This design comes from an exercise in tuning for small area and a short achievable clock period on the open sky130 flow, not from production work. Where RTL was checked, it was by simulation tests only, not by an equivalence proof against the original. Power and IR drop assume default switching activity.

Design ALU_TOP, start of the top module:
module ALU_TOP (
input  wire [15:0] A ,
input  wire [15:0] B ,
input  wire [3:0]  ALU_FUNC ,
input  wire        CLK ,
output reg  [31:0] Arith_OUT ,
output reg         Carry_OUT ,
output reg         Arith_Flag ,
output reg  [15:0] Logic_OUT ,
output reg         Logic_Flag ,
output reg  [15:0] Shift_OUT ,
output reg         Shift_Flag ,
output reg  [2:0]  CMP_OUT ,
output reg         CMP_Flag
);
Size: ~110 I/O pins.
clock: 105.0 ns
lec_check: 0
abc_area: 1
cap_margin: 20
core_margin: 2
core_utilization: 40
slew_margin: 20
standard.sh (not shown) runs the stock make flow with config.mk's settings and CLKGATE_MAP_FILE= SYNTH_SCRIPT=/design/flow/synth_recipe.tcl, a recipe that flattens the netlist after the stock synthesis.
==> flow/flow/run.sh <==
#!/bin/bash
# Layout flow: the standard synthesis, then the combinational logic is
# re-mapped (full-adder polarity chosen to save inverters, other cells
# re-mapped by ABC; flip-flops untouched), proven equivalent to the standard
# netlist, and laid out by the standard flow with small port buffers.
set -euo pipefail
F=$PWD/flow
source $F/params.sh
R=$PWD/orfs/results/sky130hd/ALU_TOP/base
export LIB=$FLOW_HOME/platforms/sky130hd/lib/sky130_fd_sc_hd__tt_025C_1v80.lib
export YOSYS=$(command -v yosys || echo /OpenROAD-flow-scripts/tools/install/yosys/bin/yosys)
export YOSYS_ABC=$(command -v yosys-abc || echo $(dirname $YOSYS)/yosys-abc)

bash standard.sh synth > synth.log 2>&1
cp $R/1_2_yosys.v std_synth.v
python3 $F/fixinv.py std_synth.v fixinv1.v > fixinv1.log 2>&1
RS_IN=$PWD/fixinv1.v RS_OUT=$PWD/resynth.v RS_LIB=$LIB RS_SCRIPT=$F/$ABC_SCRIPT \
  RS_DONT_USE="$(cat $F/dont_use.txt)" RS_CONSTR=$F/abc.constr \
  $YOSYS -c $F/resynth.tcl > resynth.log 2>&1
python3 $F/fixinv.py resynth.v fixinv2.v > fixinv2.log 2>&1
if bash $F/equiv.sh std_synth.v fixinv2.v $PWD/equiv > equiv.log 2>&1; then
  echo "re-mapped netlist proven equivalent" >> equiv.log
  cp fixinv2.v $R/1_2_yosys.v
  rm -f $R/1_synth.odb $R/1_synth.sdc
else
  echo "equivalence not proven: keeping the standard netlist" >> equiv.log
fi
bash standard.sh "${EXTRA[@]}" finish > layout.log 2>&1
==> flow/flow/area.abc <==
strash
dch
map -B 0.9
topo
stime -c
buffer -c
upsize -c
dnsize -c
==> flow/flow/params.sh <==
ABC_SCRIPT=area.abc
EXTRA=("BUFFER_PORTS_ARGS=-buffer_cell sky130_fd_sc_hd__buf_1")
Other scripts of this flow, unchanged in this note and not shown: flow/flow/abc.constr, flow/flow/cutff.py, flow/flow/dont_use.txt, flow/flow/equiv.sh, flow/flow/fixinv.py, flow/flow/resynth.abc, flow/flow/resynth.tcl
The first run completed without violations.
Change:
==> flow/flow/params.sh (replaced) <==
ABC_SCRIPT=area.abc
EXTRA=("BUFFER_PORTS_ARGS=-buffer_cell sky130_fd_sc_hd__buf_1" "SETUP_SLACK_MARGIN=75")
Hold slack is better by 0.049 ns.
Maximum frequency climbs by about 6%.
First-iteration DRC count is higher by 5.6%.
Via count came out higher by 8.1%.
Power went up by 13%.
Change:
==> flow/flow/params.sh (replaced) <==
ABC_SCRIPT=resynth.abc
EXTRA=("BUFFER_PORTS_ARGS=-buffer_cell sky130_fd_sc_hd__buf_1")
removed: flow/flow/area.abc
Result:
- worst setup slack gets worse by 2.8 ns
- synthesized area shrinks by a few percent
- global-route usage shrinks by 0.75 points
- via count is lower by roughly a tenth

* * *

Another version of the RTL of ALU_TOP (not shown whole).
Size in the first run: ~2,800 cells after synthesis, ~17,000 sq um of cells after synthesis.
Settings: LEC_CHECK=0, ABC_AREA=1, CAP_MARGIN=20, CORE_MARGIN=2, CORE_UTILIZATION=55, CTS_BUF_LIST=sky130_fd_sc_hd__clkbuf_4 sky130_fd_sc_hd__clkbuf_8, SLEW_MARGIN=20; clock period 105.0 ns.
==> flow/flow/run.sh <==
#!/bin/bash
# Layout flow: the standard synthesis, then the combinational logic is
# re-mapped (full-adder polarity chosen to save inverters, other cells
# re-mapped by ABC; flip-flops untouched), proven equivalent to the standard
# netlist, and laid out by the standard flow with small port buffers.
set -euo pipefail
F=$PWD/flow
source $F/params.sh
R=$PWD/orfs/results/sky130hd/ALU_TOP/base
export LIB=$FLOW_HOME/platforms/sky130hd/lib/sky130_fd_sc_hd__tt_025C_1v80.lib
export YOSYS=$(command -v yosys || echo /OpenROAD-flow-scripts/tools/install/yosys/bin/yosys)
export YOSYS_ABC=$(command -v yosys-abc || echo $(dirname $YOSYS)/yosys-abc)

bash standard.sh synth > synth.log 2>&1
cp $R/1_2_yosys.v std_synth.v
python3 $F/fixinv.py std_synth.v fixinv1.v $SOFTEN > fixinv1.log 2>&1
RS_IN=$PWD/fixinv1.v RS_OUT=$PWD/resynth.v RS_LIB=$LIB RS_SCRIPT=$F/$ABC_SCRIPT \
  RS_DONT_USE="$(cat $F/dont_use.txt)" RS_CONSTR=$F/abc.constr \
  $YOSYS -c $F/resynth.tcl > resynth.log 2>&1
python3 $F/fixinv.py resynth.v fixinv2.v > fixinv2.log 2>&1
if bash $F/equiv.sh std_synth.v fixinv2.v $PWD/equiv > equiv.log 2>&1; then
  echo "re-mapped netlist proven equivalent" >> equiv.log
  cp fixinv2.v $R/1_2_yosys.v
  rm -f $R/1_synth.odb $R/1_synth.sdc
else
  echo "equivalence not proven: keeping the standard netlist" >> equiv.log
fi
bash standard.sh "${EXTRA[@]}" finish > layout.log 2>&1
==> flow/flow/fixinv.py <==
#!/usr/bin/env python3
"""Re-choose the polarity of sky130 full adders in a Yosys netlist to need
fewer inverters.

A full adder is self-dual: FA(~a,~b,~c) = (~sum, ~cout).  Each fa cell may be
used in either polarity; a local search picks the polarities that need the
fewest inverters, then every inv_1 (except ones driving ports) is rebuilt:
at most one inverter per signal.  The logic function is unchanged and
flip-flops are not touched.
Usage: fixinv.py IN.v OUT.v
"""
import re, sys, random

OUTPINS = {"X", "Y", "Q", "Q_N", "SUM", "COUT", "HI", "LO"}
INV = "sky130_fd_sc_hd__inv_1"
FA = "sky130_fd_sc_hd__fa_1"

src = open(sys.argv[1]).read()
m = re.search(r"^\s*sky130_fd_sc_hd__\w+\s", src, re.M)
head = src[:m.start()]
body = src[m.start():src.rindex("endmodule")]
if re.search(r"^\s*assign\s", body, re.M):
    sys.exit("fixinv: assign statements in the cell list are not handled")
inst_re = re.compile(r"(sky130_fd_sc_hd__\w+)\s+(\\\S+\s|\S+)\s*\((.*?)\);", re.S)
pin_re = re.compile(r"\.(\w+)\(\s*(.*?)\s*\)\s*(?:,|$)", re.S)
insts = {}
for t, n, pins in inst_re.findall(body):
    insts[n.strip()] = [t, {p: net.strip() for p, net in pin_re.findall(pins)}]
ports = set()
for d, rng, names in re.findall(r"^\s*(input|output|inout)\s+(\[[^\]]+\]\s+)?([^;]+);", head, re.M):
    for nm in names.split(","):
        nm = nm.strip()
        ports.add(nm)
        if rng:
            hi, lo = map(int, re.findall(r"-?\d+", rng))
            for i in range(min(hi, lo), max(hi, lo) + 1):
                ports.add(f"{nm}[{i}]")

drv = {}
for n, (t, pins) in insts.items():
    for p, net in pins.items():
        if p in OUTPINS:
            drv[net] = (n, p)
# inverters that may be rebuilt: inv_1 not driving a port
free_inv = {n for n, (t, pins) in insts.items() if t == INV and pins["Y"] not in ports}
def base_of(net):
    par = 0
    seen = 0
    while net in drv and drv[net][0] in free_inv and seen < 100:
        net = insts[drv[net][0]][1]["A"]
        par ^= 1
        seen += 1
    return net, par
fas = [n for n, (t, _) in insts.items() if t == FA]
fa_idx = {n: i for i, n in enumerate(fas)}
# source variable of each base signal
src_var = {}
for n in fas:
    for p in ("SUM", "COUT"):
        src_var[insts[n][1][p]] = fa_idx[n]
# fas whose outputs reach ports keep their polarity
fixed = set()
# consumers: list of (base, parity, fa index or None, inst, pin)
cons = {}
for n, (t, pins) in insts.items():
    if n in free_inv:
        continue
    for p, net in pins.items():
        if p in OUTPINS:
            continue
        b, par = base_of(net)
        v = fa_idx[n] if t == FA else None
        cons.setdefault(b, []).append((par, v, n, p))
for net in ports:
    if net in drv or net in src_var:
        b, par = base_of(net)
        if b in src_var:
            fixed.add(src_var[b])
x = [0] * len(fas)
def sig_cost(b):
    sp = x[src_var[b]] if b in src_var else 0
    for par, v, _, _ in cons.get(b, ()):
        w = par ^ (x[v] if v is not None else 0)
        if w != sp:
            return 1
    return 0
# signals touched by each fa
touch = [set() for _ in fas]
for b, cl in cons.items():
    for _, v, _, _ in cl:
        if v is not None:
            touch[v].add(b)
for b, v in src_var.items():
    touch[v].add(b)
def total():
    return sum(sig_cost(b) for b in cons)
start = total()
best_x, best = list(x), start
cur = start
rng = random.Random(1)
T = 1.0
for step in range(200000 if fas else 0):
    i = rng.randrange(len(fas))
    if i in fixed:
        continue
    before = sum(sig_cost(b) for b in touch[i])
    x[i] ^= 1
    d = sum(sig_cost(b) for b in touch[i]) - before
    if d <= 0 or rng.random() < pow(2.718, -d / T):
        cur += d
        if cur < best:
            best, best_x = cur, list(x)
    else:
        x[i] ^= 1
    T = max(0.05, T * 0.99997)
x = best_x
sys.stderr.write(f"fixinv: signals needing an inverter {start} -> {total()} "
                 f"({sum(x)} of {len(fas)} full adders flipped; {len(free_inv)} inverters before)\n")
# rebuild
for n in free_inv:
    del insts[n]
cnt = [0]
inv_net = {}
new_wires = []
for b, cl in cons.items():
    sp = x[src_var[b]] if b in src_var else 0
    for par, v, n, p in cl:
        w = par ^ (x[v] if v is not None else 0)
        if w == sp:
            insts[n][1][p] = b
        else:
            if b not in inv_net:
                cnt[0] += 1
                y = f"_fixinv_n{cnt[0]}_"
                new_wires.append(y)
                insts[f"_fixinv_i{cnt[0]}_"] = [INV, {"A": b, "Y": y}]
                inv_net[b] = y
            insts[n][1][p] = inv_net[b]
sys.stderr.write(f"fixinv: inverters now {sum(1 for t, _ in insts.values() if t == INV)}\n")
SOFT = "--soften" in sys.argv
soft_def = ""
if SOFT:
    # full adders whose carry feeds logic other than full adders are handed
    # back to ABC (as plain logic) so it can restructure those paths
    drv2, loads2 = {}, {}
    for n, (t, pins) in insts.items():
        for p, net in pins.items():
            if p in OUTPINS: drv2[net] = n
            else: loads2.setdefault(net, []).append(n)
    def fa_only(net):
        for ln in loads2.get(net, []):
            t = insts[ln][0]
            if t == FA: continue
            if t == INV and all(insts[l2][0] == FA for l2 in loads2.get(insts[ln][1]["Y"], [])): continue
            return False
        return True
    nsoft = 0
    for n, (t, pins) in list(insts.items()):
        if t == FA and ("--soften-all" in sys.argv or not fa_only(pins["COUT"])):
            insts[n][0] = "fa_soft"; nsoft += 1
    sys.stderr.write(f"fixinv: {nsoft} full adders handed back as logic\n")
    soft_def = """
module fa_soft (A, B, CIN, SUM, COUT);
  input A, B, CIN;
  output SUM, COUT;
  assign SUM = A ^ B ^ CIN;
  assign COUT = (A & B) | (A & CIN) | (B & CIN);
endmodule
"""
out = [head.rstrip("\n") + "\n"]
for w in new_wires:
    out.append(f"  wire {w};\n")
for n, (t, pins) in insts.items():
    esc = lambda s: s + " " if s.startswith("\\") else s
    pl = ",\n".join(f"    .{p}({esc(net)})" for p, net in pins.items())
    out.append(f"  {t} {esc(n)} (\n{pl}\n  );\n")
out.append("endmodule\n")
out.append(soft_def)
open(sys.argv[2], "w").write("".join(out))
Other scripts of this flow, unchanged in this note and not shown: flow/flow/abc.constr, flow/flow/cutff.py, flow/flow/dont_use.txt, flow/flow/equiv.sh, flow/flow/params.sh, flow/flow/resynth.abc, flow/flow/resynth.tcl
The starting point passed the timing, DRC and antenna checks.
Next try:
--- a/flow/flow/fixinv.py
+++ b/flow/flow/fixinv.py
@@ -159 +159,2 @@
-        if t == FA and ("--soften-all" in sys.argv or not fa_only(pins["COUT"])):
+        if t == FA and ("--soften-all" in sys.argv or not fa_only(pins["COUT"])
+                        or ("--soften-sum" in sys.argv and not fa_only(pins["SUM"]))):
CORE_UTILIZATION = 40   (was 55)
CTS_BUF_LIST = not set   (was sky130_fd_sc_hd__clkbuf_4 sky130_fd_sc_hd__clkbuf_8)
After rerunning: The changed run went through all stages and came out clean. Area after synthesis stays the same. Total power increases by 3.0%. Worst hold slack gets better by 0.12 ns. Setup slack gets better by 0.11 ns. Die area increases by 37%. Utilization decreases by 15 points. Routed wire length increases by 3.0%. Cell area increases by 2.1%. Sequential power hardly moves. Clock-buffer cell count is unchanged.

* * *

ALU_TOP, a different RTL version from the one above (not shown whole).
Size: about 2400 cells after synthesis, ~110 I/O pins, ~20000 µm² of cells after synthesis.
clock: 105.0 ns
lec_check: 0
cap_margin: 20
core_margin: 2
core_utilization: 40
slew_margin: 20
run.sh (not shown) runs the stock make flow with config.mk's settings and CLKGATE_MAP_FILE= SYNTH_SCRIPT=/design/flow/synth_recipe.tcl, a recipe that flattens the netlist after the stock synthesis.
Stock flow here: none of the scripts above is used.
Change:
--- a/flow/config.mk
+++ b/flow/config.mk
@@ -7,2 +7,3 @@
 export LEC_CHECK = 0
+export ABC_AREA = 1
 export CAP_MARGIN = 20
What happened: Clock power climbs by 7.3%; clock-buffer cell count is unchanged; cell count climbs by 7.0%; worst setup slack improved by 1.7 ns; maximum frequency climbs by 3.4%; total power drops by 4.0%.
No run of this note included a check of the RTL's function; only the layout flow was run.

* * *

Setup of oak:
Another version of the RTL of ALU_TOP (not shown whole).
Size: about 3000 cells after synthesis, ~71 flip-flops, roughly 110 I/O pins, ~21000 sq um of cells after synthesis.
## ALU_TOP
module ALU_TOP (
input  wire [15:0] A ,
input  wire [15:0] B ,
input  wire [3:0]  ALU_FUNC ,
input  wire        CLK ,
output reg  [31:0] Arith_OUT ,
output reg         Carry_OUT ,
output reg         Arith_Flag ,
output reg  [15:0] Logic_OUT ,
output reg         Logic_Flag ,
output reg  [15:0] Shift_OUT ,
output reg         Shift_Flag ,
output reg  [2:0]  CMP_OUT ,
output reg         CMP_Flag
);
Settings: LEC_CHECK=0, ABC_AREA=1, CAP_MARGIN=20, CORE_MARGIN=2, CORE_UTILIZATION=40, SLEW_MARGIN=20; clock period 105.0 ns.
> inputs changed (oak -> pine)
# oak
export LEC_CHECK = 0
export ABC_AREA = 1
export CAP_MARGIN = 20
export CORE_MARGIN = 2
export CORE_UTILIZATION = 40
export SLEW_MARGIN = 20
create_clock -name core_clock -period 105.0 [get_ports {CLK}]
# pine
export LEC_CHECK = 0
export CAP_MARGIN = 20
export CORE_MARGIN = 2
export CORE_UTILIZATION = 40
export SLEW_MARGIN = 20
create_clock -name core_clock -period 105.0 [get_ports {CLK}]
## What came out
- B[11] as the start point of the critical path was reported by oak, and B[12] by pine.
- pine against oak: height of the die went up 1.4 um, worst voltage drop across the vdd grid decreased by 43% relative to the old numbers, clock group share of total power fell 1.0 points, sum of net half-perimeters after detailed placement picked up an extra 3200 um, cell count decreased by 9.9% relative to the old numbers.
Input-level comparison between birch and pine:
# pine
export LEC_CHECK = 0
export CAP_MARGIN = 20
export CORE_MARGIN = 2
export CORE_UTILIZATION = 40
export SLEW_MARGIN = 20
create_clock -name core_clock -period 105.0 [get_ports {CLK}]
# birch
export LEC_CHECK = 0
export ABC_CLOCK_PERIOD_IN_PS = 18000
export CAP_MARGIN = 20
export CORE_MARGIN = 2
export CORE_UTILIZATION = 40
export SLEW_MARGIN = 20
create_clock -name core_clock -period 105.0 [get_ports {CLK}]
==> comparison <==
birch completed end to end with timing, DRC and antenna clean.
From pine to birch, weighted congestion reported at the end of routability-driven placement did not move at all.
Reported for birch and pine, number of clock sinks turned out identical to the last digit.
Re number of instances in the synthesized netlist: no difference whatsoever between pine and birch.
Diff pine..birch | critical path depth | unchanged
Changes observed in birch relative to pine: fraction of the mapped netlist area in simple logic gates has remained practically unchanged, combinational group share of total power comparable, non-clock buffer contribution to total cell area neither gained nor lost much.
From birch to pine, global-route wire length before repair did not move at all.
Summary of birch over pine: post-route minimum period closely matched the old numbers; final max-slew violation count flat; total global-route track usage level.
--- input diff birch..maple ---
# birch
export LEC_CHECK = 0
export ABC_CLOCK_PERIOD_IN_PS = 18000
export CAP_MARGIN = 20
export CORE_MARGIN = 2
export CORE_UTILIZATION = 40
export SLEW_MARGIN = 20
create_clock -name core_clock -period 105.0 [get_ports {CLK}]
# maple
export LEC_CHECK = 0
export ABC_CLOCK_PERIOD_IN_PS = 12000
export CAP_MARGIN = 20
export CORE_MARGIN = 2
export CORE_UTILIZATION = 40
export SLEW_MARGIN = 20
create_clock -name core_clock -period 105.0 [get_ports {CLK}]
### Flow results
Clock group share of total power: birch vs maple, no meaningful difference
Diff birch..maple | arrival time of the worst setup path | negligible
birch -> maple: post-CTS setup buffer count flat
Worst setup slack came out exactly the same in maple and birch.
Diff birch..maple | area growth from synthesis to layout | unchanged
Going from birch to maple, worst supply voltage drop on vdd level, routed length on met2 stayed essentially flat.
From birch to maple, post-layout instance count excluding filler cells did not move at all.
On maximum cell stage delay along the critical path, birch tracks maple almost exactly.
From birch to maple, sequential portion of the cell area did not move at all.
Function was not checked in any run of this note: the RTL went through the layout flow alone.

==> separate check: timing with driven ports <==
In the flow no input, the clock included, has a driving cell. The finished layouts below were timed again as built, in two steps. Step 1: set_driving_cell puts a clkbuf_16 on CLK and a buf_2 on each other input, an assumption about the parent block. Step 2, shift: input delay + t, output delay - t, t = (earliest + latest rising clock arrival at the registers) / 2. This alone moves slack from input paths to output paths. Three values: ideal ports, drivers, drivers and shift; two values: the first two.
run | t (ns) | setup WS [ns] | hold WS [ns] | worst setup path at the end
the first run of note 1 | 0.412 | 71.830 / 71.852 / 71.440 | 20.950 / 20.933 / 21.345 | input to register
the second run of note 1 | 0.398 | 73.694 / 73.718 / 73.320 | 20.999 / 20.973 / 21.371 | input to register
the third run of note 1 | 0.403 | 70.917 / 70.941 / 70.538 | 20.941 / 20.921 / 21.324 | input to register
the first run of note 2 | 0.440 | 72.318 / 72.341 / 71.901 | 20.937 / 20.918 / 21.357 | input to register
the second run of note 2 | 0.421 | 72.423 / 72.453 / 72.032 | 21.056 / 21.026 / 21.399 | input to register
the first run of note 3 | 0.438 | 53.223 / 53.250 / 52.812 | 21.251 / 21.224 / 21.662 | input to register
the second run of note 3 | 0.440 | 54.909 / 54.937 / 54.497 | 21.231 / 21.200 / 21.640 | input to register
oak | 0.414 | 66.684 / 66.698 / 66.284 | 21.251 / 21.230 / 21.644 | input to register
pine | 0.404 | 63.009 / 63.027 / 62.623 | 21.197 / 21.179 / 21.583 | input to register
birch | 0.404 | 63.009 / 63.027 / 62.623 | 21.197 / 21.179 / 21.583 | input to register
maple | 0.404 | 63.009 / 63.027 / 62.623 | 21.197 / 21.179 / 21.583 | input to register
After both steps setup and hold are still met in every run listed. For the first run of note 2, which loses most, drivers alone change the setup slack by +0.023 ns; drivers and shift together by -0.417 ns.
